Background: an optimization exercise with open tools, aiming at small area and a short achievable clock period. Do not read the settings as production practice. At most, simulation tests tie the RTL to the original design; equivalence was not proved. Power is estimated from default activity; no workload was simulated.

// fft
module fft
(
	input iclk,
	input rst_n,
	input                    ien,
	input [6-1:0] iaddr,
	input [18-1:0]  iReal,
	input [18-1:0]  iImag,
	output                    oen,
	output [6-1:0] oaddr,
	output [18-1:0]  oReal,
	output [18-1:0]  oImag
);
For scale: roughly 15000 cells after synthesis, ~3300 flip-flops, about 88 I/O pins, ~150000 µm² of cells after synthesis.
clock: 11.0 ns
lec_check: 0
cap_margin: 20
core_margin: 2
core_utilization: 60
cts_cluster_diameter: 60
cts_cluster_size: 26
slew_margin: 20
standard.sh (not shown) runs the stock make flow with config.mk's settings and CLKGATE_MAP_FILE= SYNTH_SCRIPT=/design/flow/synth_recipe.tcl, a recipe that flattens the netlist after the stock synthesis.
==> flow/flow/run.sh <==
#!/bin/bash
# The standard layout (standard.sh) with two changes to how it is made:
# - the port buffers are plain buffers (buf_4) instead of the cell that
#   buffer_ports picks by default;
# - timing repair aims for 7.4 ns of setup slack at the design's 11 ns clock,
#   so that it works on paths the standard margin leaves alone.
set -euo pipefail
export BUFFER_PORTS_ARGS="-buffer_cell sky130_fd_sc_hd__buf_4"
export SETUP_SLACK_MARGIN=7.4
bash standard.sh > standard.log 2>&1
The baseline produced a clean layout.
==> next run, changes <==
- CTS_CLUSTER_DIAMETER: 60 -> 40
- CTS_CLUSTER_SIZE: 26 -> 32
- area after synthesis is unchanged
- routed wire length climbs by 1.5%
- maximum frequency shrinks by 0.45%
- power is higher by 11%
- worst setup slack gets worse by 17 ps

* * *

## run 1
fft, a different RTL version from the one above (not shown whole).
For scale: about 3600 flip-flops, ~88 I/O pins, about 160000 µm² of cells after synthesis.
export LEC_CHECK = 0
export CAP_MARGIN = 20
export CORE_MARGIN = 2
export CORE_UTILIZATION = 40
export CTS_CLUSTER_DIAMETER = 60
export CTS_CLUSTER_SIZE = 26
export SLEW_MARGIN = 20
create_clock -name core_clock -period 11.0 [get_ports {iclk}]
==> flow/flow/run.sh <==
#!/bin/bash
# The standard layout (standard.sh) with two changes to how it is made:
# - the port buffers are plain buffers (buf_4) instead of the cell that
#   buffer_ports picks by default;
# - timing repair aims for 7.6 ns of setup slack at the design's 11 ns clock,
#   so that it works on paths the standard margin leaves alone.
set -euo pipefail
export BUFFER_PORTS_ARGS="-buffer_cell sky130_fd_sc_hd__buf_4"
export SETUP_SLACK_MARGIN=7.6
bash standard.sh > standard.log 2>&1
The inputs of run 2 differ from those of run 1 as listed below.
# run 1
export LEC_CHECK = 0
export CAP_MARGIN = 20
export CORE_MARGIN = 2
export CORE_UTILIZATION = 40
export CTS_CLUSTER_DIAMETER = 60
export CTS_CLUSTER_SIZE = 26
export SLEW_MARGIN = 20
create_clock -name core_clock -period 11.0 [get_ports {iclk}]
# run 2
export LEC_CHECK = 0
export CAP_MARGIN = 20
export CORE_MARGIN = 2
export CORE_UTILIZATION = 60
export CTS_CLUSTER_DIAMETER = 60
export CTS_CLUSTER_SIZE = 26
export SLEW_MARGIN = 20
create_clock -name core_clock -period 11.0 [get_ports {iclk}]
--- a/flow/flow/run.sh
+++ b/flow/flow/run.sh
@@ -5 +5 @@
-# - timing repair aims for 7.6 ns of setup slack at the design's 11 ns clock,
+# - timing repair aims for 7.45 ns of setup slack at the design's 11 ns clock,
@@ -9 +9 @@
-export SETUP_SLACK_MARGIN=7.6
+export SETUP_SLACK_MARGIN=7.45
[summary]
- Between run 2 and run 1, it is run 2 whose first-iteration DRC count is lower, by 135.
- What run 2 reported for height of the die has to be multiplied by 1.2 to get the figure for run 1.
- Count of plain and timing-repair buffers in the layout went down by more than 10% going from run 1 to run 2.
- Per the comparison of run 2 with run 1, transition time at the pin with the least slew margin decreased by 0.042 ns relative to the old numbers; proportion of synthesized flip-flops having asynchronous set or reset saw little to no change.
- ~same clock input transition at the sequential cells of the worst setup and hold paths in run 1 and run 2
The inputs of run 3 differ from those of run 2 as listed below.
# run 2
export LEC_CHECK = 0
export CAP_MARGIN = 20
export CORE_MARGIN = 2
export CORE_UTILIZATION = 60
export CTS_CLUSTER_DIAMETER = 60
export CTS_CLUSTER_SIZE = 26
export SLEW_MARGIN = 20
create_clock -name core_clock -period 11.0 [get_ports {iclk}]
# run 3
export LEC_CHECK = 0
export CAP_MARGIN = 20
export CORE_MARGIN = 2
export CORE_UTILIZATION = 60
export CTS_CLUSTER_DIAMETER = 40
export CTS_CLUSTER_SIZE = 32
export SLEW_MARGIN = 20
create_clock -name core_clock -period 11.0 [get_ports {iclk}]
Notes after the runs:
Comparing wire length of the first global-routing pass for run 2 and run 3, the bigger number came from run 3. Run 3 ended up with a lower final-layout fill cell count than run 2 did. From run 2 to run 3 the numbers moved as follows: routed via count saw an increase, number of nets at the end of the flow saw an increase.
Input changes introduced in run 4 (baseline for comparison: run 3):
# run 3
export LEC_CHECK = 0
export CAP_MARGIN = 20
export CORE_MARGIN = 2
export CORE_UTILIZATION = 60
export CTS_CLUSTER_DIAMETER = 40
export CTS_CLUSTER_SIZE = 32
export SLEW_MARGIN = 20
create_clock -name core_clock -period 11.0 [get_ports {iclk}]
# run 4
export LEC_CHECK = 0
export CAP_MARGIN = 20
export CORE_MARGIN = 2
export CORE_UTILIZATION = 60
export CTS_CLUSTER_DIAMETER = 60
export CTS_CLUSTER_SIZE = 26
export SLEW_MARGIN = 20
create_clock -name core_clock -period 11.0 [get_ports {iclk}]
--- a/flow/flow/run.sh
+++ b/flow/flow/run.sh
@@ -5 +5 @@
-# - timing repair aims for 7.45 ns of setup slack at the design's 11 ns clock,
+# - timing repair aims for 7.6 ns of setup slack at the design's 11 ns clock,
@@ -9 +9 @@
-export SETUP_SLACK_MARGIN=7.45
+export SETUP_SLACK_MARGIN=7.6
Findings:
Compared with run 3, run 4 supports a lower clock frequency. Summary of run 4 over run 3: final critical delay including setup and external delays has increased, share of layout cells above drive strength 1 has increased, net count after synthesis has remained practically unchanged, global-route wire length before repair has increased. Compared with run 3, run 4 ends up with less cell area. Taking run 3 as the reference, in run 4 part of the cycle the worst path needs went up; total wirelength of the detailed-routed design picked up an extra 4.3%; ratio of total power to cell area -5.3%; total power lower.
No functional check of the RTL was part of any run of this note.

what the ideal ports hide:
Ports are ideal in the flow. The routed layouts listed here were re-timed in OpenROAD. Step 1 sets driving cells, clkbuf_16 on the clock port and buf_2 on the other inputs (assumed; they add their load-dependent delay and slew). Step 2 times the ports against the registers' clock, not the clock port: input delays grow and output delays shrink by t, the midpoint of the rising clock arrivals with the driver on. a / b / c = ideal / step 1 / step 2; a / b = the first two.
run	shift t [ns]	setup WS [ns]	worst register clock-pin slew, ns
the first run of note 1	0.984	7.260 / 7.260 / 6.499	0.10 / 0.10
the second run of note 1	1.083	7.243 / 7.243 / 6.539	0.09 / 0.09
run 1	1.072	7.337 / 7.221 / 6.817	0.10 / 0.10
run 2	1.000	7.405 / 7.303 / 7.065	0.10 / 0.10
run 3	1.036	7.426 / 7.334 / 7.027	0.09 / 0.09
run 4	1.055	7.390 / 7.276 / 7.087	0.10 / 0.10
After both steps setup and hold are still met in every run listed. The setup slack of the first run of note 1, which loses most, moves by 0.000 ns with the drivers and by -0.761 ns with both steps.
